Source: an optimization exercise on an open RTL-to-GDS flow (aim: small area and a short achievable clock period). Production flows keep margins and buffers that such runs may drop.
The RTL was checked by simulation tests, not by an equivalence proof against the original design.

## flow/design.v (module list and top-level ports; edited modules follow where they fit)
// module P_MUL: 9179 lines
// module fa: 4 lines
// module ha: 4 lines
module P_MUL(
    in_1,
    in_2,
    in_3,
    in_valid,
    rst_n,
    clk,
    out_valid,
    out
);
  // ...
==> flow/flow/run.sh <==
#!/bin/bash
set -euo pipefail
MARGIN=6.4
bash standard.sh SETUP_SLACK_MARGIN=$MARGIN finish > standard.log 2>&1
==> flow/standard.sh <==
#!/bin/bash
# synth_recipe.tcl (not shown) runs the flow's synth.tcl, then flattens the netlist and writes it again
# the make line also repeats each setting of config.mk as NAME=value (left out here)
make -C /OpenROAD-flow-scripts/flow DESIGN_CONFIG=/design/flow/config.mk WORK_HOME=/design/flow/orfs CLKGATE_MAP_FILE= SYNTH_SCRIPT=/design/flow/synth_recipe.tcl "${@:-finish}"
==> flow/config.mk <==
export PLATFORM = sky130hd
export DESIGN_NAME = P_MUL
export DESIGN_NICKNAME = P_MUL
export VERILOG_FILES = /design/flow/design.v
export SDC_FILE = /design/flow/constraint.sdc
export NUM_CORES = 4
export LEC_CHECK = 0
export ABC_AREA = 1
export CAP_MARGIN = 20
export CORE_MARGIN = 2
export CORE_UTILIZATION = 55
export SETUP_SLACK_MARGIN = 5
export SLEW_MARGIN = 20
export SYNTH_HIERARCHICAL = 1
==> flow/constraint.sdc <==
create_clock -name core_clock -period 10.0 [get_ports {clk}]
set_input_delay 2.0000 -clock core_clock [delete_from_list [all_inputs] [get_ports {clk}]]
set_output_delay 2.0000 -clock core_clock [all_outputs]
set_load 0.01 [all_outputs]
==> results.ini, run 1 <==
[run_status]
run_status = finished clean

[global_routing]
grt_pass1_vias = 57030
use_met1_pct = 55.22
overflow = 0
track_usage_pct = 46.21

[drt]
drt_iter0_drc = 8443
detail_route.wl_per_cell_um = 35.08
routed_wirelength_um = 280900

[clocking]
worstSkewPairLatency_ns = 0.69
cts_tree = yes
ctsResizeCount = 410
cts_inserted_buffers = 69

[final_layout]
multi_input_area_share_pct = 69.59
nNetsFinal = 7956
signal_buffers = 453
buffer_area_share_pct = 6.662
drive_gt1_share_pct = 13.45
multi_input_area_um2 = 50700
fillers = 9576

[synth]
synth_top_family_by_area = adder cells
yosysTopAreaCell = fa_1
synth_adder_area_share_pct = 39.79

[place]
place_inst = 7796
gp_congestion = 0.9774

[setup_path]
endpoint = out[91]$_DFF_P_
r2r_start = r1[204]$_DFF_P_
crit_cells = 15
cp_cell_sequence = fa_1 > fa_2 > fa_1 > ha_4 > nand2_2 > nor2_4 > nand2_1 > inv_1 > nand2_1 > nor2_4 > nand3_2 > nand3_4 > ha_4 > nor2_4 > xnor2_1

[sta]
final-hold-violation-count = 0
setup_viol = 0

[floorplanning]
tap_cells = 1524

[run]
maxCapViolCount = 0

==> inputs of run 2 (changes only) <==
==> flow/flow/run.sh (replaced) <==
#!/bin/bash
set -euo pipefail
MARGIN=6.4
bash standard.sh SETUP_SLACK_MARGIN=$MARGIN "BUFFER_PORTS_ARGS=-buffer_cell sky130_fd_sc_hd__buf_2" finish > standard.log 2>&1
--- a/flow/config.mk
+++ b/flow/config.mk
@@ -12,3 +12,4 @@
 export SETUP_SLACK_MARGIN = 5
 export SLEW_MARGIN = 20
 export SYNTH_HIERARCHICAL = 1
+export TNS_END_PERCENT = 30
==> results.ini, run 2 <==
[synth]
yosysWarnings = 7  ; unchanged
syn_area_um2 = 63990  ; unchanged
async_flop_share_pct = 0.7246  ; unchanged
ys_seq_area_share_pct = 17.30  ; unchanged
synthXorXnorAreaFrac_pct = 17.05  ; unchanged
synth_mux_area_share_pct = 0.4047  ; unchanged
synth_top_area_share_pct = 34.01  ; unchanged
synth_top_family_by_area = adder cells  ; unchanged
yosysMostFrequentCell = xor2_1  ; unchanged
ys.flop_type = dfxtp_1  ; unchanged
synth_compound_area_share_pct = 12.02  ; unchanged
yosysUniqueCellTypes = 38  ; unchanged
post_synth.cell_area_avg_um2 = 9.802  ; unchanged
synth_edf_count = 0  ; unchanged
yosys.area_share.simple_pct = 6.245  ; unchanged
synth_adder_area_share_pct = 39.79  ; unchanged
yosysTopAreaCell = fa_1  ; unchanged
synth_common_cells = 1,179 x xor2_1, 1,128 x o22ai_1, 1,087 x fa_1  ; unchanged
syn_nets = 8056  ; unchanged
synthTopCellsByArea = fa_1 34%, dfxtp_1 17%, xor2_1 16%  ; unchanged
syn-instance-count = 6528  ; unchanged
ys_ff_latch = 552  ; unchanged

[place]
gp_congestion = 0.9732  ; was 0.9774
pre_cts_slack_ns = 5.440  ; was 5.407 ns
place_inst = 7791  ; was 7,796
portBuffers = 240  ; unchanged
hpwlAfterDp_um = 172800  ; was 175,900 µm

[drt]
highest_layer = met5  ; unchanged
firstDrtPassIters = 10  ; unchanged
drc = 0  ; unchanged
ant_nets = 0  ; unchanged
routed_wirelength_um = 278700  ; was 280,900 µm
detail_route.wl_per_cell_um = 34.86  ; was 35.08 µm
wl_met1_um = 94690  ; was 96,990 µm
drt_iter0_drc = 9100  ; was 8,443
wl_met2_um = 110300  ; was 111,200 µm
dr_wl_met3_um = 50080  ; was 50,430 µm
dr_total_vias = 54920  ; was 54.63k
viasPerCell = 6.867  ; was 6.822

[setup_path]
cp.required_ns = 10.57  ; was 10.55 ns
cp.arrival_ns = 4.55  ; was 4.48 ns
criticalPathCategory = flip-flop to flip-flop  ; unchanged
crit_top_cell = nor2_4  ; unchanged
cp_cell_sequence = fa_1 > fa_2 > fa_2 > ha_4 > nand2_4 > nor2_4 > inv_2 > nor2_4 > buf_12 > nand2_4 > inv_2 > nand2_1 > nand2_1 > nand2_2 > nand3_4 > ha_4 > nor2_4 > xnor2_2  ; was fa_1 > fa_2 > fa_1 > ha_4 > nand2_2 > nor2_4 > nand2_1 > inv_1 > nand2_1 > nor2_4 > nand3_2 > nand3_4 > ha_4 > nor2_4 > xnor2_1
cp-end-kind = flip-flop  ; unchanged
startpoint_type = flip-flop  ; unchanged
crit_slowest_cell = fa_2  ; unchanged
critPathMaxFanout = 3  ; unchanged
slowest_delay_ns = 0.68  ; was 0.70 ns

[sta]
tightest_slew_ns = 1.324  ; was 1.158 ns
rsz0062_at_grt = true  ; unchanged
clock_skew_ns = 0.04942  ; was 0.03705 ns
final-hold-violation-count = 0  ; unchanged
setup_slack_ns = 6.024  ; was 6.067 ns
period_share_pct = 39.76  ; was 39.33%
setup-tns-final_ns = 0  ; unchanged
setup_viol = 0  ; unchanged
maxSlewViolCount = 0  ; unchanged
fin_crit_ns = 3.976  ; was 3.933 ns
fmax_mhz = 251.5  ; was 254.2 MHz
fin_hold_ws_ns = 0.4600  ; was 0.4454 ns
maxSlewHeadroom_pct = 11.44  ; was 22.52%

[final_layout]
drive_gt1_share_pct = 15.31  ; was 13.45%
area_growth_pct = 10.58  ; was 13.84%
largestRegisters = r1: 332 flops, out: 96 flops, s_r: 48 flops  ; unchanged
final_common_cell = xor2_1  ; unchanged
largest_reg_flops = 332  ; unchanged
largest-register = r1  ; unchanged
nNetsFinal = 7933  ; was 7,956
fin_cells = 7997  ; was 8,007
layout_common_cells = 1,168 x xor2_1, 1,127 x o22ai_1, 1,061 x fa_1  ; was 1,160 x xor2_1, 1,125 x o22ai_1, 1,067 x fa_1

[global_routing]
grt_pass1_wl_um = 393700  ; was 395,400 µm
track_usage_pct = 46.03  ; was 46.21%
overflow = 0  ; unchanged
grt_pass1_vias = 56900  ; was 57.03k
grt_max_degree = 59  ; was 51
antenna_found_initial = 17  ; was 12

[worst_hold_path]
hold_path_class = flip-flop to flip-flop  ; unchanged

[clocking]
cts_htree_levels = 3  ; unchanged
clkTransAtPathRegs_ns = 0.06  ; about the same
cts_tree = yes  ; unchanged
clock-sinks = 552  ; unchanged
cts_buffer_depth = 3  ; unchanged
worstSkewPairLatency_ns = 0.71  ; was 0.69 ns
cts_inserted_buffers = 69  ; unchanged
cts-root-buf = clkbuf_16  ; unchanged

[floorplanning]
die_area_um2 = 119100  ; unchanged
core-area_um2 = 115700  ; unchanged
die_x_um = 345.1  ; unchanged
die_h_um = 345.1  ; unchanged
start_util_pct = 55.29  ; unchanged
num_rows = 125  ; unchanged
num_io_pins = 242  ; unchanged

[run]
maxCapViolCount = 0  ; unchanged

[run_status]
run_status = finished clean  ; unchanged

## run 2: timing repair
item                       in CTS  in global routing
setup buffers                  27                 32
hold buffers                    0                  0
resized for setup             241                363
pin swaps                      41                102
gates cloned                    7                  1
setup endpoints to repair     334                231
## run 2: modules after synthesis (local to each module, per instance)
module / cells / flops+latches / area [µm²]
P_MUL: 5241 / 552 / 39730
fa: 1 / 0 / 20.02
ha: 1 / 0 / 12.51
## run 2: worst paths after layout
kind                                       endpoint  cells past startpoint  slack (ns)             from
min in group asynchronous       out_valid$_DFF_PN0_                      1        1.11            rst_n
worst max register to register      out[91]$_DFF_P_                     18        6.02  r1[150]$_DFF_P_
worst max-delay path                out[91]$_DFF_P_                     18        6.02  r1[150]$_DFF_P_
max in group asynchronous        cnt[0]$_DFFE_PN0N_                      1        8.77            rst_n
worst min-delay path                 out[1]$_DFF_P_                      1        0.46    r1[2]$_DFF_P_
worst min register to register       out[1]$_DFF_P_                      1        0.46    r1[2]$_DFF_P_
## run 2: worst max-delay path: cells and delay by family, from the launching register on
kind	cells	cell delay (ns)
buffers and inverters	3	0.25
XOR/XNOR	1	0.13
adder cells (fa/ha/maj)	5	2.20
AND/OR/NAND/NOR	9	0.92
flip-flops	1	0.34
## run 2: layout make-up
cell class                 count  area [µm²]
clock buffer                  95        1966
clock inverter                29       389.1
timing repair buffer         428        3364
inverter                     492        1929
fill                        9764       44980
antenna                       15       37.54
sequential                   552       11160
tap                         1524        1907
timing repair inverter         7       50.05
multi-input combinational   4855       49950
## run 2: through the flow
step	utilization (%)	instance area (µm²)
floorplan	-	64020
global placement	56.48	65370
detailed placement	56.48	65370
CTS	59.61	68990
global route	61.11	70730
finish	61.14	70760
## run 2: kinds of logic (layout without fill, tap and decap cells)
family | after synthesis | in the layout
xor+xnor | 1246 | 1246
flops | 552 | 552
buf+inv | 1121 | 1051
mux | 23 | 23
compound gates | 1242 | 1242
simple gates | 961 | 961
fa+ha+maj | 1383 | 1383
other cells | 0 | 15
## run 2: layer usage
layer	track usage [%]	up-vias
li1	-	21180
met1	54.33	26590
met2	63.39	5466
met3	26.92	1653
met4	28.63	32
met5	3.721	-
==> inputs of run 3 (changes only) <==
--- a/flow/config.mk
+++ b/flow/config.mk
@@ -9,6 +9,7 @@
 export CAP_MARGIN = 20
 export CORE_MARGIN = 2
 export CORE_UTILIZATION = 55
+export CTS_BUF_LIST = sky130_fd_sc_hd__clkbuf_8
 export SETUP_SLACK_MARGIN = 5
 export SLEW_MARGIN = 20
 export SYNTH_HIERARCHICAL = 1
==> results.ini, run 3 <==
[setup_path]
criticalPathCategory = flip-flop to flip-flop  ; unchanged
critPathMaxFanout = 3  ; unchanged
cp-end-kind = flip-flop  ; unchanged
crit_top_cell = ha_4  ; was nor2_4
slowest_delay_ns = 0.56  ; was 0.68 ns
rr_endpoint = out[91]$_DFF_P_  ; unchanged
r2r_slack_ns = 6.02  ; about the same
r2r_start = r1[147]$_DFF_P_  ; was r1[150]$_DFF_P_
rr_worst_depth = 19  ; was 18
cp.arrival_ns = 4.75  ; was 4.55 ns
crit_slowest_cell = fa_2  ; unchanged
startpoint_type = flip-flop  ; unchanged
cp.required_ns = 10.78  ; was 10.57 ns
cp_cell_sequence = ha_4 > fa_1 > fa_2 > fa_2 > ha_4 > nand2_4 > nor2_4 > inv_2 > nor2_4 > buf_12 > nand2_8 > inv_2 > nand2_1 > nand2_1 > nand2_2 > nand3_4 > ha_4 > nor2_2 > xnor2_1  ; was fa_1 > fa_2 > fa_2 > ha_4 > nand2_4 > nor2_4 > inv_2 > nor2_4 > buf_12 > nand2_4 > inv_2 > nand2_1 > nand2_1 > nand2_2 > nand3_4 > ha_4 > nor2_4 > xnor2_2

[final_layout]
largest_reg_flops = 332  ; unchanged
fillers = 9820  ; was 9,764
seq_area_um2 = 11170  ; was 11,160 µm²
largestRegisters = r1: 332 flops, out: 96 flops, s_r: 48 flops  ; unchanged
nNetsFinal = 7965  ; was 7,933
drive_gt1_share_pct = 16.15  ; was 15.31%
layout_common_cells = 1,167 x xor2_1, 1,125 x o22ai_1, 1,061 x fa_1  ; was 1,168 x xor2_1, 1,127 x o22ai_1, 1,061 x fa_1
largest-register = r1  ; unchanged
area_growth_pct = 10.56  ; was 10.58%
final_common_cell = xor2_1  ; unchanged
multi_input_area_um2 = 49980  ; was 49,950 µm²
design_area_um2 = 70750  ; was 70,760 µm²

[clocking]
cts_buffer_depth = 3  ; unchanged
clkTransAtPathRegs_ns = 0.07  ; was 0.06 ns
cts-root-buf = clkbuf_8  ; was clkbuf_16
worstSkewPairLatency_ns = 0.87  ; was 0.71 ns
cts_inserted_buffers = 98  ; was 69
cts_tree = yes  ; unchanged
cts_htree_levels = 3  ; unchanged
clock-sinks = 552  ; unchanged
hold_buffers = 0  ; unchanged

[synth]
synth_edf_count = 0  ; unchanged
ys_seq_area_share_pct = 17.30  ; unchanged
yosysUniqueCellTypes = 38  ; unchanged
syn_area_um2 = 63990  ; unchanged
ys.flop_type = dfxtp_1  ; unchanged
syn_nets = 8056  ; unchanged
yosysWarnings = 7  ; unchanged
synthTopCellsByArea = fa_1 34%, dfxtp_1 17%, xor2_1 16%  ; unchanged
synth_common_cells = 1,179 x xor2_1, 1,128 x o22ai_1, 1,087 x fa_1  ; unchanged
synth_top_area_share_pct = 34.01  ; unchanged
post_synth.cell_area_avg_um2 = 9.802  ; unchanged
ys_ff_latch = 552  ; unchanged
async_flop_share_pct = 0.7246  ; unchanged
yosysTopAreaCell = fa_1  ; unchanged
yosysMostFrequentCell = xor2_1  ; unchanged
syn-instance-count = 6528  ; unchanged

[sta]
setup_slack_ns = 6.023  ; was 6.024 ns
setup_viol = 0  ; unchanged
period_share_pct = 39.77  ; was 39.76%
clock_skew_ns = 0.08452  ; was 0.04942 ns
maxSlewViolCount = 0  ; unchanged
fmax_mhz = 251.5  ; about the same
maxSlewHeadroom_pct = 10.72  ; was 11.44%
tightest_slew_ns = 1.335  ; was 1.324 ns
final-hold-violation-count = 0  ; unchanged
rsz0062_at_grt = true  ; unchanged
setup-tns-final_ns = 0  ; unchanged
fin_crit_ns = 3.977  ; was 3.976 ns
fin_hold_ws_ns = 0.4635  ; was 0.4600 ns

[floorplanning]
num_io_pins = 242  ; unchanged
start_util_pct = 55.29  ; unchanged
core-area_um2 = 115700  ; unchanged
die_h_um = 345.1  ; unchanged
die_area_um2 = 119100  ; unchanged
num_rows = 125  ; unchanged
die_x_um = 345.1  ; unchanged

[place]
portBuffers = 240  ; unchanged
gp_congestion = 0.9732  ; unchanged
hpwlAfterDp_um = 172800  ; unchanged
pre_cts_slack_ns = 5.440  ; unchanged
dpl_cell_area_um2 = 65370  ; unchanged

[drt]
drt_iter0_drc = 8664  ; was 9,100
firstDrtPassIters = 12  ; was 10
drc = 0  ; unchanged
detail_route.wl_per_cell_um = 34.65  ; was 34.86 µm
ant_nets = 0  ; unchanged
routed_wirelength_um = 279100  ; was 278,700 µm
dr_total_vias = 55180  ; was 54.92k
viasPerCell = 6.850  ; was 6.867

[global_routing]
grt_pass1_wl_um = 393200  ; was 393,700 µm
grt_max_degree = 59  ; unchanged
antenna_found_initial = 22  ; was 17
grt_pass1_vias = 57000  ; was 56.90k
track_usage_pct = 45.97  ; was 46.03%
overflow = 0  ; unchanged

[run]
maxCapViolCount = 0  ; unchanged

[worst_hold_path]
hold_path_class = flip-flop to flip-flop  ; unchanged
min-delay-start = r1[0]$_DFF_P_  ; was r1[2]$_DFF_P_
hold_depth = 1  ; unchanged
hold_path_end = out[0]$_DFF_P_  ; was out[1]$_DFF_P_

[run_status]
run_status = finished clean  ; unchanged

## run 3: through the flow
step,cells,util [%]
6_report,8055,61.13
4_1_cts,8009,59.57
5_1_grt,8048,61.12
3_5_place_dp,7791,56.48
3_3_place_gp,7791,56.48
2_1_floorplan,6528,-
## run 3: final cells by class
cell class	count	area share, %
inverters	492	2.731
multi-input cells	4855	70.64
clock inverters	68	0.8524
clock buffers	115	2.237
diodes	11	0.03891
repair inverters	7	0.06720
well taps	1524	2.695
flip-flops and latches	552	15.79
repair buffers	431	4.948
## run 3: how the worst max path moves through the flow
stage	from	endpoint	slack (ns)	depth (start not counted)
after floorplan	in_1[3]	s_r[47]$_DFF_P_	6.41	11
after global placement	r1[159]$_DFF_P_	out[91]$_DFF_P_	5.44	17
after detailed placement	r1[159]$_DFF_P_	out[91]$_DFF_P_	5.44	17
after CTS	r1[53]$_DFF_P_	out[75]$_DFF_P_	6.01	18
after global routing	r1[147]$_DFF_P_	out[83]$_DFF_P_	5.95	18
final	r1[147]$_DFF_P_	out[91]$_DFF_P_	6.02	19
## run 3: repair_timing
item	in CTS	in global routing
setup buffers	28	34
endpoints found under the setup margin	334	217
pin swaps	34	125
gates cloned	7	1
gates resized for setup	261	388
## run 3: cells by family (layout without fill, tap and decap cells)
kind of cell / count (synthesis) / in the layout / share of synthesized area (%)
adder cells (fa/ha/maj): 1383 / 1383 / 39.79
flip-flops: 552 / 552 / 17.30
XOR/XNOR: 1246 / 1246 / 17.05
other: 0 / 11 / 0
buffers and inverters: 1121 / 1113 / 7.186
AND/OR/NAND/NOR: 961 / 961 / 6.245
multiplexers: 23 / 23 / 0.4047
AO/OA/AOI/OAI: 1242 / 1242 / 12.02
## run 3: worst max-delay path, delay by kind of cell, from the launching register on
kind / cells / cell delay, ns
flops: 1 / 0.33
xor+xnor: 1 / 0.17
buf+inv: 3 / 0.24
fa+ha+maj: 6 / 2.19
simple gates: 9 / 0.91
## run 3: Yosys stat by module, one instance, submodules excluded
module / flops+latches / cells / times used / cell area (µm²)
ha: 0 / 1 / 200 / 12.51
P_MUL: 552 / 5241 / 1 / 39730
fa: 0 / 1 / 1087 / 20.02
## run 3: layer usage
| metal | routed length, µm | track usage (%) |
|---|---|---|
| met1 | 94640 | 53.93 |
| met3 | 50460 | 27.05 |
| met4 | 22820 | 29.58 |
| met5 | 877 | 1.841 |
| met2 | 110300 | 63.33 |

## afterwards: timing with drivers on the ports
No port has a modelled driver above. Below, the same layouts with a new extraction and two added sets of constraints. Step 1 (the two cells are an assumption about what drives the block):
set clk [get_ports {clk}]
set_driving_cell -lib_cell sky130_fd_sc_hd__clkbuf_16 $clk
set_driving_cell -lib_cell sky130_fd_sc_hd__buf_2 [delete_from_list [all_inputs] $clk]
Step 2 times the ports against the registers' clock, not the clock port: input delays grow and output delays shrink by t, the midpoint of the rising clock arrivals with the driver on. Three values: ideal, step 1, step 2; two values: the first two.
run | shift t [ns] | setup WS [ns] | hold WS [ns] | worst setup path at the end | worst register clock-pin slew, ns
run 1 | 0.754 | 6.067 / 6.067 / 5.761 | 0.445 / 0.445 / 0.445 | input to register | 0.07 / 0.07
run 2 | 0.762 | 6.024 / 6.024 / 5.816 | 0.460 / 0.460 / 0.460 | input to register | 0.08 / 0.08
run 3 | 0.916 | 6.023 / 6.023 / 5.816 | 0.463 / 0.463 / 0.463 | input to register | 0.07 / 0.07
After both steps every run listed still meets setup and hold. For run 1, which loses most, drivers alone change the setup slack by 0.000 ns; drivers and shift together by -0.306 ns.
